This is an optimization exercise on Yosys and OpenROAD, whose aim is small area and a short achievable clock period, not a production implementation.
Function was checked by simulation only, so behaviour that the tests miss may differ from the original.
Power is estimated from default activity; no workload was simulated.

<file path="flow/config.mk">
export PLATFORM = sky130hd
export DESIGN_NAME = cpu_top
export DESIGN_NICKNAME = cpu_top
export VERILOG_FILES = /design/flow/design.v
export SDC_FILE = /design/flow/constraint.sdc
export NUM_CORES = 4
export LEC_CHECK = 0
export CAP_MARGIN = 20
export CORE_MARGIN = 2
export CORE_UTILIZATION = 40
export SLEW_MARGIN = 20
export SYNTH_HIERARCHICAL = 1
</file>
<file path="flow/constraint.sdc">
create_clock -name core_clock -period 11.0 [get_ports {clk}]
set_input_delay 2.2000 -clock core_clock [delete_from_list [all_inputs] [get_ports {clk}]]
set_output_delay 2.2000 -clock core_clock [all_outputs]
set_load 0.01 [all_outputs]
</file>
<file path="flow/design.v">
`timescale 1ns / 1ps
module rf_aoi6(
    input   wire[2:0]   s,       
    input   wire[2:0]   d,       
    output  wire        y
    );
    assign y = ~(|(s & d));
endmodule
module rf_aoi4(
    input   wire[1:0]   s,
    input   wire[1:0]   d,
    output  wire        y
    );
    assign y = ~(|(s & d));
endmodule
module rf_nand4(
    input   wire        a,
    input   wire        b,
    input   wire        c,
    input   wire        d,
    output  wire        y
    );
    assign y = ~(a & b & c & d);
endmodule
module rf_nand3(
    input   wire        a,
    input   wire        b,
    input   wire        c,
    output  wire        y
    );
    assign y = ~(a & b & c);
endmodule
module rf_or3(
    input   wire        a,
    input   wire        b,
    input   wire        c,
    output  wire        y
    );
    assign y = a | b | c;
endmodule
module rf_rdport(
    input   wire[31:0]      sel,
    input   wire[1023:0]    rf,      
    output  wire[31:0]      q
    );
    genvar b, j, i;
    generate
        for (b = 0; b < 32; b = b + 1) begin : g_bit
            wire [31:0] col;
            wire [10:0] p;
            wire [2:0]  n;
            for (j = 0; j < 32; j = j + 1) begin : g_col
                assign col[j] = rf[j*32 + b];
            end
            for (i = 0; i < 10; i = i + 1) begin : g_aoi
                rf_aoi6 u_aoi(.s(sel[3*i +: 3]), .d(col[3*i +: 3]), .y(p[i]));
            end
            rf_aoi4 u_aoi4(.s(sel[31:30]), .d(col[31:30]), .y(p[10]));
            rf_nand4 u_n0(.a(p[0]), .b(p[1]), .c(p[2]), .d(p[3]), .y(n[0]));
            rf_nand4 u_n1(.a(p[4]), .b(p[5]), .c(p[6]), .d(p[7]), .y(n[1]));
            rf_nand3 u_n2(.a(p[8]), .b(p[9]), .c(p[10]), .y(n[2]));
            rf_or3 u_or(.a(n[0]), .b(n[1]), .c(n[2]), .y(q[b]));
        end
    endgenerate
endmodule
`timescale 1ns / 1ps
module fwd_cmp(
    input   wire[31:0]  alu,     
    input   wire[31:0]  ld,      
    input   wire[31:0]  ma,      
    input   wire[31:0]  vv,      
    input   wire[31:0]  rf1,
    input   wire[31:0]  rf2,
    input   wire[4:0]   s1,      
    input   wire[4:0]   s2,
    output  wire[31:0]  op1,
    output  wire[31:0]  op2,
    output  wire[3:0]   eqp      
    );
    assign op1 = ({32{s1[0]}} & alu) | ({32{s1[1]}} & ld) | ({32{s1[2]}} & ma) |
                 ({32{s1[3]}} & vv)  | ({32{s1[4]}} & rf1);
    assign op2 = ({32{s2[0]}} & alu) | ({32{s2[1]}} & ld) | ({32{s2[2]}} & ma) |
                 ({32{s2[3]}} & vv)  | ({32{s2[4]}} & rf2);
    assign eqp[0] = (op1[7:0]   == op2[7:0]);
    assign eqp[1] = (op1[15:8]  == op2[15:8]);
    assign eqp[2] = (op1[23:16] == op2[23:16]);
    assign eqp[3] = (op1[31:24] == op2[31:24]);
endmodule
module pc_sel(
    input   wire[3:0]   eqp,
    input   wire[9:0]   pc_eq,
    input   wire[9:0]   pc_ne,
    output  wire[9:0]   pc
    );
    assign pc = (&eqp) ? pc_eq : pc_ne;
endmodule
`timescale 1ns / 1ps
module alu(
    input   wire[31:0]  a,
    input   wire[31:0]  in2x,
    input   wire        sub,
    input   wire[3:0]   rsel,
    input   wire[1:0]   lop,     
    input   wire        lui,
    output  wire[31:0]  y
    );
    wire [33:0] sum  = {1'b0, a, sub} + {1'b0, in2x, 1'b1};
    wire        b31  = in2x[31] ^ sub;
    wire        sltu = !sum[33];
    wire        slt  = (a[31] ^ b31) ? a[31] : sum[32];
    reg  [31:0] lres;
    always @(*) begin
        case (lop)
            2'b00: lres = a & in2x;
            2'b01: lres = a | in2x;
            2'b10: lres = a ^ in2x;
            default: lres = lui ? {in2x[15:0], 16'b0} : ~(a | in2x);
        endcase
    end
    assign y = ({32{rsel[0]}} & sum[32:1]) | ({32{rsel[1]}} & lres) |
               {31'b0, (rsel[2] & slt) | (rsel[3] & sltu)};
endmodule
`timescale 1ns / 1ps
module cpu_top(
    input   wire        clk,
    input   wire        rstn,
    input   wire        vga_en,      
    input   wire[1:0]   vga_dir,     
    output  wire[31:0]  vga_pos,     
    output  wire[9:0]   imem_addr,
    input   wire[31:0]  imem_rdata,
    output  wire[9:0]   dmem_addr,
    output  wire[31:0]  dmem_wdata,
    output  wire        dmem_we,
    output  wire        dmem_re,
    input   wire[31:0]  dmem_rdata
    );
wire rst = !rstn;
reg  [9:0]  pc_t, pc_f;      
reg  [3:0]  eqp;
wire [9:0]  pc;
wire [9:0]  pc4 = pc + 10'd1;
wire [9:0]  pc_if_eq, pc_if_ne;
wire [3:0]  eqp_d;
pc_sel u_pcsel(.eqp(eqp), .pc_eq(pc_t), .pc_ne(pc_f), .pc(pc));
assign imem_addr = pc;
always @(posedge clk) begin
    pc_t <= pc_if_eq;
    pc_f <= pc_if_ne;
    eqp  <= eqp_d;
end
reg         id_valid;
reg  [9:0]  id_pc;
reg  [31:0] id_instr;
always @(posedge clk) begin
    id_valid <= !rst;
    id_pc    <= pc4;
    id_instr <= imem_rdata;
end
wire [5:0]  opc = id_instr[31:26];
wire [5:0]  fn  = id_instr[5:0];
wire [4:0]  rs  = id_instr[25:21];
wire [4:0]  rt  = id_instr[20:16];
wire [4:0]  rd  = id_instr[15:11];
wire [15:0] imm = id_instr[15:0];
wire is_r    = (opc == 6'b000000);
wire r_logic = is_r && (fn[5:2] == 4'b1001);             
wire r_arith = is_r && (fn[5:2] == 4'b1000);             
wire r_slt   = is_r && (fn == 6'b101010);
wire r_sltu  = is_r && (fn == 6'b101011);
wire r_ok    = r_logic | r_arith | r_slt | r_sltu;
wire i_addi  = (opc == 6'b001000);
wire i_addiu = (opc == 6'b001001);
wire i_logic = (opc[5:2] == 4'b0011);                    
wire i_lui   = (opc == 6'b001111);
wire i_lw    = (opc == 6'b100011);
wire i_sw    = (opc == 6'b101011);
wire i_beq   = (opc == 6'b000100);
wire i_bne   = (opc == 6'b000101);
wire i_j     = (opc == 6'b000010);
wire d_rw    = id_valid & (r_ok | i_addi | i_addiu | i_logic | i_lw);
wire d_mw    = id_valid & i_sw;
wire d_m2r   = id_valid & i_lw;
wire d_beq   = id_valid & i_beq;
wire d_bne   = id_valid & i_bne;
wire d_j     = id_valid & i_j;
wire [4:0] d_wa = r_ok ? rd : rt;
wire d_alusrc = i_addi | i_addiu | i_logic | i_lw | i_sw;
wire d_immhi  = (i_addi | i_lw | i_sw) & imm[15];
wire d_sub    = (r_arith & fn[1]) | r_slt | r_sltu;
wire [3:0] d_rsel = {r_sltu, r_slt, r_logic | i_logic,
                     !(r_slt | r_sltu | r_logic | i_logic)};
wire [1:0] d_lop  = is_r ? fn[1:0] : opc[1:0];
wire       d_lui  = i_lui;
reg         ex_rw, ex_mw, ex_m2r;
reg  [4:0]  ex_wa;
reg         mem_rw, mem_mw, mem_m2r;
reg  [4:0]  mem_wa;
reg  [31:0] mem_alu, mem_sd;
wire [31:0] alu_out;
wire [31:0] mem_wd = mem_m2r ? dmem_rdata : mem_alu;    
reg         en_d, vga_pend;
wire [31:0] vga_val = {30'b0, vga_dir} + 32'd1;
reg           rst_q;
always @(posedge clk) rst_q <= rst;
wire [31:0]   wd = rst_q ? 32'b0 : mem_wd;
wire [1023:0] rf_flat;
genvar j;
generate
    for (j = 0; j < 32; j = j + 1) begin : g_rf
        reg  [31:0] r;
        wire wi = rst_q || (mem_rw && (mem_wa == j));
        if (j == 6) begin : g_v
            always @(posedge clk) begin
                if (wi)            r <= wd;
                else if (vga_pend) r <= vga_val;
            end
        end else begin : g_n
            always @(posedge clk) begin
                if (wi) r <= wd;
            end
        end
        assign rf_flat[j*32 +: 32] = r;
    end
endgenerate
always @(posedge clk) begin
    en_d     <= vga_en;
    vga_pend <= !en_d && vga_en && !mem_rw;
end
assign vga_pos = rf_flat[32 +: 32];
wire [31:0] sel1 = 32'b1 << rs;
wire [31:0] sel2 = 32'b1 << rt;
wire [31:0] rf1, rf2;
rf_rdport u_rd1(.sel(sel1), .rf(rf_flat), .q(rf1));
rf_rdport u_rd2(.sel(sel2), .rf(rf_flat), .q(rf2));
wire v1  = vga_pend && (rs == 5'd6);
wire v2  = vga_pend && (rt == 5'd6);
wire fe1 = ex_rw  && (ex_wa  == rs);
wire fe2 = ex_rw  && (ex_wa  == rt);
wire fm1 = mem_rw && (mem_wa == rs);
wire fm2 = mem_rw && (mem_wa == rt);
wire s1e = fe1;
wire s1d = !fe1 && fm1 && mem_m2r;
wire s1a = !fe1 && fm1 && !mem_m2r;
wire s1v = !fe1 && !fm1 && v1;
wire s1r = !fe1 && !fm1 && !v1;
wire s2e = fe2;
wire s2d = !fe2 && fm2 && mem_m2r;
wire s2a = !fe2 && fm2 && !mem_m2r;
wire s2v = !fe2 && !fm2 && v2;
wire s2r = !fe2 && !fm2 && !v2;
wire [31:0] op1, op2;
fwd_cmp u_fwd(.alu(alu_out), .ld(dmem_rdata), .ma(mem_alu), .vv(vga_val),
              .rf1(rf1), .rf2(rf2), .s1({s1r, s1v, s1a, s1d, s1e}),
              .s2({s2r, s2v, s2a, s2d, s2e}), .op1(op1), .op2(op2), .eqp(eqp_d));
wire [9:0] tgt = d_j ? imm[9:0] : (id_pc + imm[9:0]);
assign pc_if_eq = rst ? 10'd0 : (d_beq | d_j) ? tgt : pc4;
assign pc_if_ne = rst ? 10'd0 : (d_bne | d_j) ? tgt : pc4;
reg  [31:0] ex_a, ex_in2, ex_sd;
reg         ex_sub, ex_lui;
reg  [3:0]  ex_rsel;
reg  [1:0]  ex_lop;
always @(posedge clk) begin
    if (rst) begin
        ex_rw  <= 1'b0;
        ex_mw  <= 1'b0;
        ex_m2r <= 1'b0;
    end else begin
        ex_rw  <= d_rw;
        ex_mw  <= d_mw;
        ex_m2r <= d_m2r;
    end
    ex_wa     <= d_wa;
    ex_a      <= op1;
    ex_in2    <= (d_alusrc ? {{16{d_immhi}}, imm} : op2) ^ {32{d_sub}};
    ex_sd     <= op2;
    ex_sub    <= d_sub;
    ex_rsel   <= d_rsel;
    ex_lop    <= d_lop;
    ex_lui    <= d_lui;
end
alu u_alu(.a(ex_a), .in2x(ex_in2), .sub(ex_sub), .rsel(ex_rsel), .lop(ex_lop),
          .lui(ex_lui), .y(alu_out));
always @(posedge clk) begin
    if (rst) begin
        mem_rw  <= 1'b0;
        mem_mw  <= 1'b0;
        mem_m2r <= 1'b0;
    end else begin
        mem_rw  <= ex_rw;
        mem_mw  <= ex_mw;
        mem_m2r <= ex_m2r;
    end
    mem_wa  <= ex_wa;
    mem_alu <= alu_out;
    mem_sd  <= ex_sd;
end
assign dmem_addr  = mem_alu[11:2];
assign dmem_wdata = mem_sd;
assign dmem_we    = mem_mw;
assign dmem_re    = mem_m2r;
endmodule
</file>
<file path="flow/flow/run.sh">
#!/bin/bash
set -e
export BUFFER_PORTS_ARGS="-buffer_cell sky130_fd_sc_hd__buf_2"
bash standard.sh > standard_flow.log 2>&1
</file>
<file path="flow/standard.sh">
#!/bin/bash
# synth_recipe.tcl (not shown) runs the flow's synth.tcl, then flattens the netlist and writes it again
# the make line also repeats each setting of config.mk as NAME=value (left out here)
make -C /OpenROAD-flow-scripts/flow DESIGN_CONFIG=/design/flow/config.mk WORK_HOME=/design/flow/orfs CLKGATE_MAP_FILE= SYNTH_SCRIPT=/design/flow/synth_recipe.tcl "${@:-finish}"
</file>
==> impl_metrics.yaml, run 1 <==
grt:
  antenna_found_initial: 39
  grt-ovfl-total: 0
  grt_pass1_wl_um: 298000
  busiest_layer: "met2"
  grtUsageMet3_pct: 8.99
  grt_max_degree: 51
  grt_usage_pct: 30.4
  met1_usage_pct: 40.3
  grt_pass1_vias: 39100
  grt_use_met2_pct: 44.6
timing:
  finalSetupViolCount: 0
  setup-tns-final_ps: 0
  rsz0062_at_grt: "no"
  relSlewSlack_pct: 24.1
  finalCriticalPeriod_ps: 4380
  fmax_mhz: 229
  finalHoldViolations: 0
  finClkSkew_ps: 27.6
  maxSlewViolCount: 0
  tightest_slew_ps: 1130
  min_period_over_period_pct: 39.8
clock_tree:
  cts_resized: 0
  cts.sinks: 1278
  cts_max_level: 4
  clkLatencyLatePin_ps: 800
  root_buffer: "clkbuf_16"
  cts.path.max_buffers: 3
  cts_made_buffers: 134
  cts_setup_buffers: 0
  postCtsHoldBufs: 0
  path_clk_slew_ps: 60
  cts_tree: "built"
routing:
  vias: 42500
  wl_per_cell_um: 36.3
  antenna_left: 0
  remaining_drc_errors: 0
  drt_iter0_markers: 10200
  viasPerCell: 7.08
  wl_um: 218000
  dr.pass1.iters: 14
power:
  cellLeakagePower_uw: 0.0224
  p_int_uw: 9530
  seq_power_share_pct: 50.6
  p_total_uw: 13800
  power_density_nw_per_um2: 220
  switchingPower_uw: 4250
  p_clk_share_pct: 31.9
  combPwrFrac_pct: 17.5
  switching_share_pct: 30.9
  peakVddDrop_v: 0.000154
synthesis:
  avgSynthCellArea_um2: 14.5
  synth_edf_count: 1024
  synth_ff_type: "edfxtp_1"
  synthTopCellsByCount: "1024 x edfxtp_1, 704 x a222oi_1, 254 x dfxtp_1, 175 x nand2_1, 167 x nor2_1"
  synth_seq_cells: 1278
  synth-async-reset-ratio_pct: 0
  yosys_warnings: 8
  yosysSeqAreaShare_pct: 66.0
  synth.largest_area_cell: "edfxtp_1"
  synth_cells: 3746
  yosysUniqueCellTypes: 85
  syn-cell-area_um2: 54300
  synth.top_cells.by_area: "edfxtp_1 57%, a222oi_1 13%, dfxtp_1 9.4%"
  synth_top_area_share_pct: 56.7
  synth.most_common_cell: "edfxtp_1"
hold_path:
  hold_path_class: "flop to flop"
critical_path:
  worst_ep_arrival_time_ps: 2180
  endpoint_kind: "output pin"
  path_max_fanout: 10
  crit_type: "flop to output pin"
  worst_ep_required_time_ps: 8800
  critPathMaxStageDelay_ps: 470
  cp-start-kind: "flop"
  crit_chain: "nand4_4 > mux2_2 > buf_2"
  critPathSlowestCell: "mux2_2"
die:
  die_y_um: 372
  io_pins: 155
  start_util_pct: 40.2
  num_rows: 135
  core_um2: 135000
  fp.dieW_um: 372
  dieArea_um2: 139000
placed_design:
  gp_congestion: 0.964
  port-buffer-count: 154
  dp_hpwl_um: 133000
cells_and_area:
  num-nets-final: 4255
  fillers: 11900
  syn2layout_area_growth_pct: 15.5
  drive_gt1_share_pct: 17.1
run_status:
  run_status: "finished clean"
flow_run:
  drv_cap: 0
-- path summary, 6_finish.rpt --
kind,from,endpoint,slack (ps),cells past startpoint
worst max-delay path,eqp[0],imem_addr[0],6620,3
worst min-delay path,ex_sd[12],mem_sd[12],320,0
worst max register to register,ex_a[0],eqp[3],6760,14
worst min register to register,ex_sd[12],mem_sd[12],320,0
-- worst max-delay path: cells and delay by family, from the launching register on --
kind	cells	cell delay, ps
simple gates	1	320
buf+inv	1	170
flops	1	400
mux	1	470
-- per-stage QoR --
stage                     utilization [%]  hold slack, ps  area, µm²  setup slack [ps]  std cells
after floorplan                         -             310      54500              7400       3803
after global placement               43.3             311      58500              6980       5754
after detailed placement             43.3             312      58500              6910       5754
after CTS                            46.4             326      62700              6560       5991
after global routing                 46.4             332      62700              6580       5995
final                                46.4             324      62700              6620       6007
-- Yosys stat by module, one instance, submodules excluded, excerpt --
module,flops+latches,copies in the design
rf_or3,0,64
rf_nand3,0,64
cpu_top,1278,1
alu,0,1
rf_aoi6,0,640
pc_sel,0,1
fwd_cmp,0,1
rf_aoi4,0,64
rf_nand4,0,128
-- registers in the layout (all words and copies together) (netlist names), 2 cells and up --
register  count
g_rf.r     1024
ex_a         32
ex_in2       32
ex_sd        32
id_instr     32
mem_alu      32
mem_sd       32
id_pc        10
pc_f         10
pc_t         10
ex_wa         5
mem_wa        5
eqp           4
ex_rsel       4
ex_lop        2
-- power groups by stage --
| stage | logic (µW) | clock network (µW) | registers, µW |
|---|---|---|---|
| floorplan | 1270 | 0 | 6870 |
| global placement | 2270 | 0 | 7010 |
| detailed placement | 2300 | 0 | 7040 |
| CTS | 2310 | 4420 | 6950 |
| global route | 2510 | 4620 | 7050 |
| finish | 2410 | 4390 | 6970 |
-- cell type report --
type                    count  area [µm²]  share of cell area [%]
multi-input cells        2295       18200                    29.0
repair buffers            297        1840                    2.94
diodes                     16        40.0                  0.0639
flip-flops and latches   1278       35800                    57.2
well taps                1781        2230                    3.55
clock inverters            59         502                   0.800
inverters                 103         387                   0.617
clock buffers             178        3680                    5.88
-- cells by family (layout without fill, tap and decap cells) --
| group | after synthesis | count (layout) | synth area share [%] |
|---|---|---|---|
| compound gates | 1177 | 1177 | 19.5 |
| xor+xnor | 114 | 114 | 1.84 |
| fa+ha+maj | 77 | 77 | 1.80 |
| buf+inv | 230 | 637 | 1.81 |
| flops | 1278 | 1278 | 66.0 |
| mux | 76 | 76 | 1.51 |
| other cells | 1 | 74 | 0.00691 |
| simple gates | 793 | 793 | 7.52 |
-- placed cells by master (no fill, tap or decap), types with 28 or more instances in the layout --
cell | netlist | routed
a21oi_1 | 88 | 86
a222oi_1 | 704 | 704
a22oi_1 | 64 | 64
a22oi_2 | 64 | 64
buf_2 | 18 | 154
buf_4 | 12 | 143
clkbuf_1 | 82 | 32
clkbuf_16 | 0 | 138
conb_1 | 1 | 58
dfxtp_1 | 254 | 250
edfxtp_1 | 1024 | 1024
ha_1 | 75 | 75
inv_1 | 102 | 102
mux2i_1 | 57 | 57
nand2_1 | 175 | 175
nand3_1 | 88 | 88
nand4_1 | 145 | 145
nor2_1 | 167 | 69
nor2_2 | 0 | 87
nor3_1 | 45 | 45
o21ai_0 | 87 | 87
or3_1 | 69 | 69
xnor2_1 | 86 | 86
xor2_1 | 28 | 28
-- metal layers --
layer	part of all wire, %	wire length [µm]
met5	0.048	104
met4	6.3	13700
met3	15	33100
met2	43	93100
met1	36	77900
==> run 2: changes to the inputs <==
==> flow/run.sh (new file) <==
#!/bin/bash
# synth_recipe.tcl (not shown) runs the flow's synth.tcl, then flattens the netlist and writes it again
# the make line also repeats each setting of config.mk as NAME=value (left out here)
make -C /OpenROAD-flow-scripts/flow DESIGN_CONFIG=/design/flow/config.mk WORK_HOME=/design/flow/orfs CLKGATE_MAP_FILE= SYNTH_SCRIPT=/design/flow/synth_recipe.tcl finish
removed: flow/flow/run.sh
removed: flow/standard.sh
==> run 2 against run 1 <==
Clock skew increased by 2.7 ps. Area after synthesis unchanged. Final cell count about the same. Die area did not move. Flip-flop and latch count is the same. Routed wire length up 11%. Global-route usage is 3.4 points higher. Clock power increased by 4%. Sequential power up 0.6%.
==> impl_metrics.yaml, run 2 <==
synthesis:
  synth.largest_area_cell: "edfxtp_1"
  yosys_warnings: 8
  synth_xor_xnor_area_share_pct: 1.84
  synth.most_common_cell: "edfxtp_1"
  avgSynthCellArea_um2: 14.5
  yosysUniqueCellTypes: 85
  synth_compound_area_share_pct: 19.5
  syn-cell-area_um2: 54300
  synthTopCellsByCount: "1024 x edfxtp_1, 704 x a222oi_1, 254 x dfxtp_1, 175 x nand2_1, 167 x nor2_1"
  synth_top_family_by_area: "compound AO/OA/AOI/OAI gates"
  synthAdderAreaFrac_pct: 1.80
  synth_cells: 3746
  muxShareOfSynthArea_pct: 1.51
  synth-async-reset-ratio_pct: 0
  synth_seq_cells: 1278
  synth_top_area_share_pct: 56.7
  yosysSeqAreaShare_pct: 66.0
  synth_ff_type: "edfxtp_1"
  synth-simple-area-share_pct: 7.52
  synth.top_cells.by_area: "edfxtp_1 57%, a222oi_1 13%, dfxtp_1 9.4%"
  synth_edf_count: 1024
cells_and_area:
  layout_commonest_cell: "edfxtp_1"
  num-nets-final: 4259
  largest_reg_flops: 1024
  regMostFlops: "g_rf.r"
  final_cell_mix: "1024 x edfxtp_1, 704 x a222oi_1, 251 x dfxtp_1"
  syn2layout_area_growth_pct: 17.4
  drive_gt1_share_pct: 13.6
  fillers: 11800
critical_path:
  endpoint_kind: "output pin"
  crit_type: "flop to output pin"
  reg2reg_depth: 11
  path_max_fanout: 10
  timing.rr.end: "eqp[3]"
  r2r_setup_slack_ps: 6340
  cp-start-kind: "flop"
  worst_ep_arrival_time_ps: 2680
  r2r_start: "id_instr[18]"
  worst_ep_required_time_ps: 8800
die:
  core_um2: 135000
  fp.dieW_um: 372
  io_pins: 155
  num_rows: 135
  dieArea_um2: 139000
  die_y_um: 372
  start_util_pct: 40.2
clock_tree:
  postCtsHoldBufs: 0
  cts_made_buffers: 135
  cts_setup_buffers: 0
  cts_resized: 0
  root_buffer: "clkbuf_16"
  cts_tree: "built"
  cts.sinks: 1278
  clkLatencyLatePin_ps: 790
  path_clk_slew_ps: 60
  cts.path.max_buffers: 3
  cts_max_level: 4
hold_path:
  hold_path_depth: 0
  min_from: "ex_sd[5]"
  min_to: "mem_sd[5]"
  hold_path_class: "flop to flop"
routing:
  dr.pass1.iters: 17
  viasPerCell: 7.41
  vias: 44500
  remaining_drc_errors: 0
  wl_um: 243000
  wl_per_cell_um: 40.4
  antenna_left: 0
  drt_iter0_markers: 11200
power:
  p_int_uw: 9760
  p_clk_share_pct: 32.5
  peakVddDrop_v: 0.000120
  cellLeakagePower_uw: 0.0224
  seq_power_share_pct: 50.0
  switching_share_pct: 30.4
  p_total_uw: 14000
  switchingPower_uw: 4260
  combPwrFrac_pct: 17.4
  power_density_nw_per_um2: 220
timing:
  maxSlewViolCount: 0
  relSlewSlack_pct: 9.35
  tightest_slew_ps: 1360
  fmax_mhz: 205
  finalHoldViolations: 0
  finalSetupViolCount: 0
  finClkSkew_ps: 30.3
  min_period_over_period_pct: 44.4
  setup-tns-final_ps: 0
  rsz0062_at_grt: "no"
  finalCriticalPeriod_ps: 4880
grt:
  antenna_found_initial: 9
  grt_usage_pct: 33.8
  grt_pass1_vias: 41400
  grt-ovfl-total: 0
  grt_max_degree: 79
  grt_pass1_wl_um: 323000
placed_design:
  port-buffer-count: 154
  dp_hpwl_um: 144000
  gp_congestion: 0.973
flow_run:
  drv_cap: 0
run_status:
  run_status: "finished clean"
## run 2: cell counts after synthesis
No cell type changed its count.
## run 2: worst max path at each step
stage / startpoint / to / slack (ps) / depth (start not counted)
after global placement: dmem_rdata[5] / g_rf[19].r[5] / 6670 / 3
final: eqp[0] / imem_addr[0] / 6120 / 3
after CTS: eqp[0] / imem_addr[0] / 6080 / 3
after detailed placement: dmem_rdata[21] / g_rf[21].r[21] / 6650 / 3
after global routing: eqp[0] / imem_addr[0] / 6090 / 3
after floorplan: id_instr[19] / eqp[0] / 7400 / 11
## run 2: layer usage
layer  vias to the layer above  global-route usage [%]  wire (µm)  part of all wire, %
li1                      17200                       -          -                    -
met1                     21800                    40.2      80100                   33
met2                      4494                    49.6     102000                   42
met3                      1052                    14.2      40000                   16
met4                        12                    22.8      20300                  8.4
met5                         -                   0.385        139                0.057
## run 2: stage by stage
step / worst slack, ps / hold WS, ps / utilization (%) / std cells / area [µm²]
floorplan: 7400 / 310 / - / 3803 / 54500
global placement: 6670 / 312 / 43.9 / 5756 / 59300
detailed placement: 6650 / 312 / 43.9 / 5757 / 59300
CTS: 6080 / 326 / 47.1 / 5997 / 63600
global route: 6090 / 331 / 47.1 / 5997 / 63700
finish: 6120 / 325 / 47.1 / 6005 / 63700
## run 2: area by class of cell
type                       instances  area (µm²)  share of cell area, %
sequential                      1278       35800                   56.3
timing repair buffer             300        2650                   4.15
multi-input combinational       2295       18300                   28.7
antenna                            8        20.0                 0.0314
inverter                         103         387                  0.607
tap                             1781        2230                   3.50
clock inverter                    64         564                  0.886
clock buffer                     176        3760                   5.91
## run 2: cell families after synthesis
| group | after synthesis |
|---|---|
| flops | 1278 |
| compound gates | 1177 |
| simple gates | 793 |
| buf+inv | 230 |
| xor+xnor | 114 |
| fa+ha+maj | 77 |
| mux | 76 |
| other cells | 1 |
## run 2: power by group through the flow
stage	clock (µW)	sequential [µW]	combinational, µW
after floorplan	0	6870	1270
after global placement	0	7040	2290
after detailed placement	0	7070	2310
after CTS	4570	6980	2310
after global routing	4750	7080	2540
final	4560	7010	2450
## run 2: worst max-delay path: stages, from the launching register on
cell and delay [ps]:
dfxtp_1 460, nand4_4 380, mux2_2 460, clkdlybuf4s50_1 570
## run 2: modules after synthesis (local to each module, per instance), excerpt
module / cell area [µm²] / times used
rf_nand4: 6.26 / 128
pc_sel: 134 / 1
rf_nand3: 5.00 / 64
rf_or3: 6.26 / 64
rf_aoi4: 12.5 / 64
fwd_cmp: 1850 / 1
rf_aoi6: 10.0 / 640
alu: 3800 / 1
cpu_top: 39800 / 1

==> port drivers added, routing unchanged <==
The flow's constraints put no driver on any port. The routed layouts listed below were extracted and timed again, unchanged, in two steps. Step 1 assumes that a clkbuf_16 drives the clock port and a buf_2 every other input. Step 2 adds t to the input delays and takes it off the output delays; t is the mean of the earliest and latest rising clock arrival at the registers after step 1. Input paths then give back, and output paths get back, about the clock's delay inside the block. Slacks: ideal ports / drivers / drivers and shift; pairs: ideal ports / drivers.
run | t (ns) | slack for setup (ns) | worst hold slack (ns) | slew at the worst register clock pin (ns) | pins driven straight from the clock port
run 1 | 0.865 | 6.624 / 6.546 / 6.759 | 0.324 / 0.324 / 0.324 | 0.07 / 0.07 | 1
run 2 | 0.863 | 6.121 / 6.036 / 6.344 | 0.325 / 0.325 / 0.325 | 0.07 / 0.07 | 1
After both steps setup and hold are still met in every run listed.
